Source: an optimization exercise on an open RTL-to-GDS flow (aim: a short achievable clock period and few clock cycles per item). Production flows keep margins and buffers that such runs may drop. Where RTL was checked, it was by simulation tests only, not by an equivalence proof against the original. No driver is modelled on the clock port, so clock power and skew are understated where the tree is cut down; a real chip needs a root buffer or a tree. Power is estimated from default activity; no workload was simulated.

== maple ==
Design uiFDMA, start of the top module:
module uiFDMA#
(
parameter  integer         M_AXI_ID_WIDTH			= 3		    ,
parameter  integer         M_AXI_ID			        = 0		    ,
parameter  integer         M_AXI_ADDR_WIDTH			= 32		,
parameter  integer         M_AXI_DATA_WIDTH			= 128		,
parameter  integer		  M_AXI_MAX_BURST_LEN       = 64
)
(
input   wire [M_AXI_ADDR_WIDTH-1 : 0]      fdma_waddr          ,
input                                      fdma_wareq          ,
input   wire [15 : 0]                      fdma_wsize          ,
output                                     fdma_wbusy          ,
input   wire [M_AXI_DATA_WIDTH-1 :0]       fdma_wdata		   ,
output  wire                               fdma_wvalid         ,
input	wire                               fdma_wready		   ,
input   wire [M_AXI_ADDR_WIDTH-1 : 0]      fdma_raddr          ,
input                                      fdma_rareq          ,
input   wire [15 : 0]                      fdma_rsize          ,
output                                     fdma_rbusy          ,
output  wire [M_AXI_DATA_WIDTH-1 :0]       fdma_rdata		   ,
output  wire                               fdma_rvalid         ,
input	wire                               fdma_rready		   ,
input 	wire  								M_AXI_ACLK			,
input 	wire  								M_AXI_ARESETN		,
output 	wire [M_AXI_ID_WIDTH-1 : 0]		    M_AXI_AWID			,
output 	wire [M_AXI_ADDR_WIDTH-1 : 0] 	    M_AXI_AWADDR		,
output 	wire [7 : 0]						M_AXI_AWLEN			,
output 	wire [2 : 0] 						M_AXI_AWSIZE		,
output 	wire [1 : 0] 						M_AXI_AWBURST		,
output 	wire  								M_AXI_AWLOCK		,
output 	wire [3 : 0] 						M_AXI_AWCACHE		,
output 	wire [2 : 0] 						M_AXI_AWPROT		,
output 	wire [3 : 0] 						M_AXI_AWQOS			,
output 	wire  								M_AXI_AWVALID		,
input	wire  								M_AXI_AWREADY		,
output  wire [M_AXI_ID_WIDTH-1 : 0] 		M_AXI_WID			,
output  wire [M_AXI_DATA_WIDTH-1 : 0] 	    M_AXI_WDATA			,
output  wire [M_AXI_DATA_WIDTH/8-1 : 0] 	M_AXI_WSTRB			,
output  wire  								M_AXI_WLAST			,
output  wire  								M_AXI_WVALID		,
input   wire  								M_AXI_WREADY		,
input   wire [M_AXI_ID_WIDTH-1 : 0] 		M_AXI_BID			,
input   wire [1 : 0] 						M_AXI_BRESP			,
input   wire  								M_AXI_BVALID		,
output  wire  								M_AXI_BREADY		,
output  wire [M_AXI_ID_WIDTH-1 : 0] 		M_AXI_ARID			,
output  wire [M_AXI_ADDR_WIDTH-1 : 0] 	    M_AXI_ARADDR		,
output  wire [7 : 0] 						M_AXI_ARLEN			,
output  wire [2 : 0] 						M_AXI_ARSIZE		,
output  wire [1 : 0] 						M_AXI_ARBURST		,
output  wire  								M_AXI_ARLOCK		,
output  wire [3 : 0] 						M_AXI_ARCACHE		,
output  wire [2 : 0] 						M_AXI_ARPROT		,
output  wire [3 : 0] 						M_AXI_ARQOS			,
output  wire  								M_AXI_ARVALID		,
input   wire  								M_AXI_ARREADY		,
input   wire [M_AXI_ID_WIDTH-1 : 0] 		M_AXI_RID			,
input   wire [M_AXI_DATA_WIDTH-1 : 0] 	    M_AXI_RDATA			,
input   wire [1 : 0] 						M_AXI_RRESP			,
input   wire  								M_AXI_RLAST			,
input   wire  								M_AXI_RVALID		,
output  wire  								M_AXI_RREADY
	);
For scale: about 2800 cells after synthesis, about 830 flip-flops, about 780 I/O pins, ~28000 µm² of cells after synthesis.
clock: 3.3 ns
lec_check: 0
abc_clock_period_in_ps: 1700
cap_margin: 20
core_area: 10 10 270 270
die_area: 0 0 280 280
setup_slack_margin: 1.6
slew_margin: 20
standard.sh (not shown) runs the stock make flow with config.mk's settings and CLKGATE_MAP_FILE= SYNTH_SCRIPT=/design/flow/synth_recipe.tcl, a recipe that flattens the netlist after the stock synthesis.
==> flow/flow/run.sh <==
#!/bin/bash
# The standard ORFS layout (the standard.sh), with the port buffers that
# buffer_ports inserts made plain buf_4 cells instead of the library's
# smallest buffer (a delay cell), so that the paths through them start fast.
set -euo pipefail
bash standard.sh "BUFFER_PORTS_ARGS=-buffer_cell sky130_fd_sc_hd__buf_4" finish > standard_flow.log 2>&1
Input-level comparison between oak and maple:
==> flow/run.sh (new file) <==
#!/bin/bash
# synth_recipe.tcl (not shown) runs the flow's synth.tcl, then flattens the netlist and writes it again
# the make line also repeats each setting of config.mk as NAME=value (left out here)
make -C /OpenROAD-flow-scripts/flow DESIGN_CONFIG=/design/flow/config.mk WORK_HOME=/design/flow/orfs CLKGATE_MAP_FILE= SYNTH_SCRIPT=/design/flow/synth_recipe.tcl finish
removed: flow/flow/run.sh
removed: flow/standard.sh
[summary]
- oak completed every stage of the flow, and the final layout passed the timing, DRC and antenna checks.
- maple ran to completion and came out clean on the timing, DRC and antenna checks.
- Taking maple as the reference, in oak final-layout fill cell count lost about 0.7%, routed length on met1 decreased by about 1.1% relative to the old numbers.
- Relative to maple, the total power of oak is lower by 0.35 mW.
- Worst hold slack (lower): maple
Function was not checked in any run of this note: the RTL went through the layout flow alone.


Another version of the RTL of uiFDMA (not shown whole).
Size: ~3900 cells after synthesis, roughly 1200 flip-flops, roughly 780 I/O pins, about 42000 um^2 of cells after synthesis.
Settings: LEC_CHECK=0, ABC_CLOCK_PERIOD_IN_PS=1500, CAP_MARGIN=20, CORE_AREA=10 10 290 290, DIE_AREA=0 0 300 300, SETUP_SLACK_MARGIN=1.6, SLEW_MARGIN=20; clock period 3.3 ns.
==> flow/flow/run.sh <==
#!/bin/bash
# The standard ORFS layout (the standard.sh) with four changes to how the
# layout is made:
#  - buffer_ports inserts plain buf_4 port buffers instead of the library's
#    smallest buffer (a delay cell);
#  - the clock tree is built by flow/my_cts.tcl (sourced as ORFS's PRE_CTS_TCL
#    hook, it stands in for TritonCTS): a balanced two-stage tree of clkbuf_16
#    buffers, MY_CTS_ROOTS roots fed by the clock port, each driving leaf
#    buffers that serve compact groups of at most MY_CTS_LEAF flip-flops;
#  - flow/io.tcl (ORFS's PRE_IO_PLACEMENT_TCL hook) asks the pin placer to keep
#    the pins of each port-to-port path next to each other, and before the
#    clock tree flow/fanout_fix.tcl keeps the net from each such input port's
#    buffer to the gate of its output port free of further buffers.
# Everything else (synthesis, floorplan, power grid, placement, timing repair,
# routing) is the standard flow. The make log goes to standard_flow.log and
# each ORFS step keeps its own log under orfs/logs.
set -euo pipefail
here=$(pwd)
export PRE_CTS_TCL="$here/flow/my_cts.tcl"
export PRE_IO_PLACEMENT_TCL="$here/flow/io.tcl"
export MY_CTS_LEAF=24
export MY_CTS_ROOTS=4
bash standard.sh "BUFFER_PORTS_ARGS=-buffer_cell sky130_fd_sc_hd__buf_4" \
    "PRE_CTS_TCL=$here/flow/my_cts.tcl" "PRE_IO_PLACEMENT_TCL=$here/flow/io.tcl" \
    finish > standard_flow.log 2>&1
==> flow/flow/fanout_fix.tcl <==
# For each combinational port-to-port path, connect the gate that drives the
# output port's buffer straight to the input port's buffer, bypassing the
# buffer tree that placement built for the input's other loads, and keep that
# net as it is (dont_touch) so that later timing repair does not insert a
# buffer into it again.

proc my_ff_driver {net} {
  foreach it [$net getITerms] {
    if {[$it isOutputSignal]} { return $it }
  }
  return ""
}

proc my_ff_is_buf {inst} {
  set m [[$inst getMaster] getName]
  return [regexp {^sky130_fd_sc_hd__(buf|clkbuf)_[0-9]+$} $m]
}

# Does net n carry the signal of net root through buffers only?
proc my_ff_reaches {root n} {
  for {set d 0} {$d < 8} {incr d} {
    if {$n eq $root} { return 1 }
    set drv [my_ff_driver $n]
    if {$drv eq ""} { return 0 }
    set inst [$drv getInst]
    if {![my_ff_is_buf $inst]} { return 0 }
    set n [[$inst findITerm A] getNet]
    if {$n eq "NULL" || $n eq ""} { return 0 }
  }
  return 0
}

proc my_fanout_fix {in_port out_ports} {
  set block [ord::get_db_block]
  set pnet [$block findNet $in_port]
  if {$pnet eq "NULL"} { puts "fanout_fix: no net $in_port"; return }
  set ib ""
  foreach it [$pnet getITerms] {
    if {[$it isInputSignal] && [my_ff_is_buf [$it getInst]]} { set ib [$it getInst] }
  }
  if {$ib eq ""} { puts "fanout_fix: no input buffer on $in_port"; return }
  set root [[$ib findITerm X] getNet]
  foreach op $out_ports {
    set onet [$block findNet $op]
    set drv [my_ff_driver $onet]
    if {$drv eq ""} { continue }
    set ob [$drv getInst]
    if {![my_ff_is_buf $ob]} { continue }
    set gnet [[$ob findITerm A] getNet]
    set gdrv [my_ff_driver $gnet]
    if {$gdrv eq ""} { continue }
    set g [$gdrv getInst]
    foreach git [$g getITerms] {
      if {![$git isInputSignal]} { continue }
      set n [$git getNet]
      if {$n eq "NULL" || $n eq ""} { continue }
      if {$n ne $root && [my_ff_reaches $root $n]} {
        puts "fanout_fix: [$g getName]/[[$git getMTerm] getName] moved from [$n getName] to [$root getName] ($in_port -> $op)"
        $git disconnect
        $git connect $root
      }
    }
  }
  $root setDoNotTouch 1
}

my_fanout_fix fdma_rready {fdma_rvalid M_AXI_RREADY}
my_fanout_fix fdma_wready {fdma_wvalid}
==> flow/flow/my_cts.tcl <==
# Clock tree built here instead of TritonCTS: the flip-flops are split into
# compact groups of at most about MY_CTS_LEAF sinks by recursive bisection of
# their placement; each group gets one clkbuf_16 at its centre, and the group
# buffers are driven by MY_CTS_ROOTS clkbuf_16 root buffers, each at the centre
# of the group buffers it drives, fed by the clock port. Every flip-flop sees
# the same two buffer stages.

proc my_cts_split {pts k} {
  if {$k <= 1} { return [list $pts] }
  set xs {}; set ys {}
  foreach p $pts { lappend xs [lindex $p 0]; lappend ys [lindex $p 1] }
  set xs [lsort -integer $xs]; set ys [lsort -integer $ys]
  set dx [expr {[lindex $xs end] - [lindex $xs 0]}]
  set dy [expr {[lindex $ys end] - [lindex $ys 0]}]
  set idx [expr {$dx >= $dy ? 0 : 1}]
  set s [lsort -integer -index $idx $pts]
  set k1 [expr {$k / 2}]
  set k2 [expr {$k - $k1}]
  set n [llength $s]
  set n1 [expr {int(round(double($n) * $k1 / $k))}]
  set a [lrange $s 0 [expr {$n1 - 1}]]
  set b [lrange $s $n1 end]
  return [concat [my_cts_split $a $k1] [my_cts_split $b $k2]]
}

proc my_cts_centre {pts} {
  set sx 0.0; set sy 0.0
  foreach p $pts { set sx [expr {$sx + [lindex $p 0]}]; set sy [expr {$sy + [lindex $p 1]}] }
  set n [llength $pts]
  return [list [expr {int($sx / $n)}] [expr {int($sy / $n)}]]
}

proc my_cts_place {inst xy} {
  set block [ord::get_db_block]
  set core [$block getCoreArea]
  set m [$inst getMaster]
  set w [$m getWidth]; set h [$m getHeight]
  set x [expr {[lindex $xy 0] - $w / 2}]
  set y [expr {[lindex $xy 1] - $h / 2}]
  set x [expr {max([$core xMin], min($x, [$core xMax] - $w))}]
  set y [expr {max([$core yMin], min($y, [$core yMax] - $h))}]
  $inst setLocation $x $y
  $inst setPlacementStatus PLACED
}

proc my_cts_build {} {
  set leaf_max [expr {[info exists ::env(MY_CTS_LEAF)] ? $::env(MY_CTS_LEAF) : 50}]
  set nroots [expr {[info exists ::env(MY_CTS_ROOTS)] ? $::env(MY_CTS_ROOTS) : 2}]
  set db [ord::get_db]
  set block [ord::get_db_block]
  set master [$db findMaster sky130_fd_sc_hd__clkbuf_16]
  set clk [$block findNet M_AXI_ACLK]
  set pts {}
  foreach it [$clk getITerms] {
    set inst [$it getInst]
    set b [$inst getBBox]
    lappend pts [list [expr {([$b xMin] + [$b xMax]) / 2}] [expr {([$b yMin] + [$b yMax]) / 2}] $it]
  }
  set n [llength $pts]
  set k [expr {($n + $leaf_max - 1) / $leaf_max}]
  set groups [my_cts_split $pts $k]
  puts "my_cts: $n sinks in [llength $groups] groups, $nroots root buffers"
  set leaves {}
  set i 0
  foreach g $groups {
    set inst [odb::dbInst_create $block $master "clkbuf_leaf_$i"]
    set net [odb::dbNet_create $block "clknet_leaf_$i"]
    $net setSigType CLOCK
    foreach p $g {
      set it [lindex $p 2]
      $it disconnect
      $it connect $net
    }
    [$inst findITerm X] connect $net
    set c [my_cts_centre $g]
    my_cts_place $inst $c
    lappend leaves [list [lindex $c 0] [lindex $c 1] [$inst findITerm A]]
    incr i
  }
  set rgroups [my_cts_split $leaves $nroots]
  set j 0
  foreach g $rgroups {
    set inst [odb::dbInst_create $block $master "clkbuf_root_$j"]
    set net [odb::dbNet_create $block "clknet_root_$j"]
    $net setSigType CLOCK
    foreach p $g { [lindex $p 2] connect $net }
    [$inst findITerm X] connect $net
    [$inst findITerm A] connect $clk
    my_cts_place $inst [my_cts_centre $g]
    incr j
  }
  $clk setSigType CLOCK
  global_connect
}

source [file join [file dirname [info script]] fanout_fix.tcl]

rename clock_tree_synthesis tritoncts_clock_tree_synthesis
proc clock_tree_synthesis {args} {
  my_cts_build
}
Other scripts of this flow, unchanged in this note and not shown: flow/flow/io.tcl
The starting point died in clock tree synthesis (ODB-0373).
Testbench counts at the start, summed over its fixed seeds: cycles 60,518, beats 98,576.
==> next run, changes <==
==> flow/flow/run.sh (replaced) <==
#!/bin/bash
# The standard ORFS layout (the standard.sh) with these changes to how the
# layout is made:
#  - buffer_ports inserts plain buf_4 port buffers instead of the library's
#    smallest buffer (a delay cell);
#  - flow/io.tcl (ORFS's PRE_IO_PLACEMENT_TCL hook) asks the pin placer to keep
#    the pins of each port-to-port path next to each other;
#  - the clock tree is built by flow/my_cts.tcl (ORFS's PRE_CTS_TCL hook, it
#    stands in for TritonCTS): a balanced two-stage tree of clkbuf_16
#    buffers, MY_CTS_ROOTS roots fed by the clock port, each driving leaf
#    buffers that serve compact groups of at most MY_CTS_LEAF flip-flops;
#  - after the last timing repair, flow/fanout_fix.tcl (ORFS's
#    POST_GLOBAL_ROUTE_TCL hook) connects the gate of each port-to-port path
#    straight to its input port's buffer and reroutes those pins.
# Everything else (synthesis, floorplan, power grid, placement, timing repair,
# routing) is the standard flow. The make log goes to standard_flow.log and
# each ORFS step keeps its own log under orfs/logs.
set -euo pipefail
here=$(pwd)
export PRE_IO_PLACEMENT_TCL="$here/flow/io.tcl"
export PRE_CTS_TCL="$here/flow/my_cts.tcl"
export POST_GLOBAL_ROUTE_TCL="$here/flow/fanout_fix.tcl"
export MY_CTS_LEAF=24
export MY_CTS_ROOTS=4
bash standard.sh "BUFFER_PORTS_ARGS=-buffer_cell sky130_fd_sc_hd__buf_4" \
    "PRE_IO_PLACEMENT_TCL=$here/flow/io.tcl" "PRE_CTS_TCL=$here/flow/my_cts.tcl" \
    "POST_GLOBAL_ROUTE_TCL=$here/flow/fanout_fix.tcl" \
    finish > standard_flow.log 2>&1
--- a/flow/flow/fanout_fix.tcl
+++ b/flow/flow/fanout_fix.tcl
@@ -2,5 +2,5 @@
 # output port's buffer straight to the input port's buffer, bypassing the
-# buffer tree that placement built for the input's other loads, and keep that
-# net as it is (dont_touch) so that later timing repair does not insert a
-# buffer into it again.
+# buffer tree that timing repair built for the input's other loads. Sourced as
+# ORFS's POST_GLOBAL_ROUTE_TCL hook, after the last timing repair: the moved
+# pins are rerouted incrementally, and buffers left without loads removed.
 
@@ -60,2 +60,3 @@
         $git connect $root
+        my_ff_prune $n
       }
@@ -63,6 +64,26 @@
   }
-  $root setDoNotTouch 1
 }
 
+# Remove buffers (and their nets) whose output drives nothing any more.
+proc my_ff_prune {net} {
+  for {set d 0} {$d < 8} {incr d} {
+    set loads 0
+    foreach it [$net getITerms] { if {[$it isInputSignal]} { incr loads } }
+    if {$loads > 0 || [llength [$net getBTerms]] > 0} { return }
+    set drv [my_ff_driver $net]
+    if {$drv eq ""} { return }
+    set inst [$drv getInst]
+    if {![my_ff_is_buf $inst]} { return }
+    set up [[$inst findITerm A] getNet]
+    puts "fanout_fix: removed [$inst getName] and [$net getName]"
+    odb::dbInst_destroy $inst
+    odb::dbNet_destroy $net
+    if {$up eq "NULL" || $up eq ""} { return }
+    set net $up
+  }
+}
+
+global_route -start_incremental
 my_fanout_fix fdma_rready {fdma_rvalid M_AXI_RREADY}
 my_fanout_fix fdma_wready {fdma_wvalid}
+global_route -end_incremental
--- a/flow/flow/my_cts.tcl
+++ b/flow/flow/my_cts.tcl
@@ -95,4 +95,2 @@
 
-source [file join [file dirname [info script]] fanout_fix.tcl]
-
 rename clock_tree_synthesis tritoncts_clock_tree_synthesis
What happened:
- With this change the flow passed the timing, DRC and antenna checks
- synthesized area stays the same
- synthesized cell count stays the same
In the second run of this note the design's own scripts or RTL, not TritonCTS, make the clock network.

-- static timing again, ports no longer ideal --
In the flow no input, the clock included, has a driving cell. The finished layouts below were timed again as built, in two steps. Step 1: set_driving_cell puts a clkbuf_16 on M_AXI_ACLK and a buf_2 on each other input, an assumption about the parent block. Step 2 times the ports against the registers' clock, not the clock port: input delays grow and output delays shrink by t, the midpoint of the rising clock arrivals with the driver on. a / b / c = ideal / step 1 / step 2; a / b = the first two.
| run | t (ns) | slack for setup (ns) | hold WS [ns] |
|---|---|---|---|
| maple | 0.685 | 1.268 / 1.200 / 0.980 | 0.235 / 0.204 / 0.423 |
| oak | 0.688 | 1.311 / 1.249 / 0.871 | 0.433 / 0.398 / 0.433 |
| the second run of note 2 | 0.603 | 1.544 / 1.422 / 1.012 | 0.373 / 0.260 / 0.437 |
After both steps setup and hold are still met in every run listed. For the second run of note 2, which loses most, drivers alone change the setup slack by -0.122 ns; drivers and shift together by -0.532 ns.
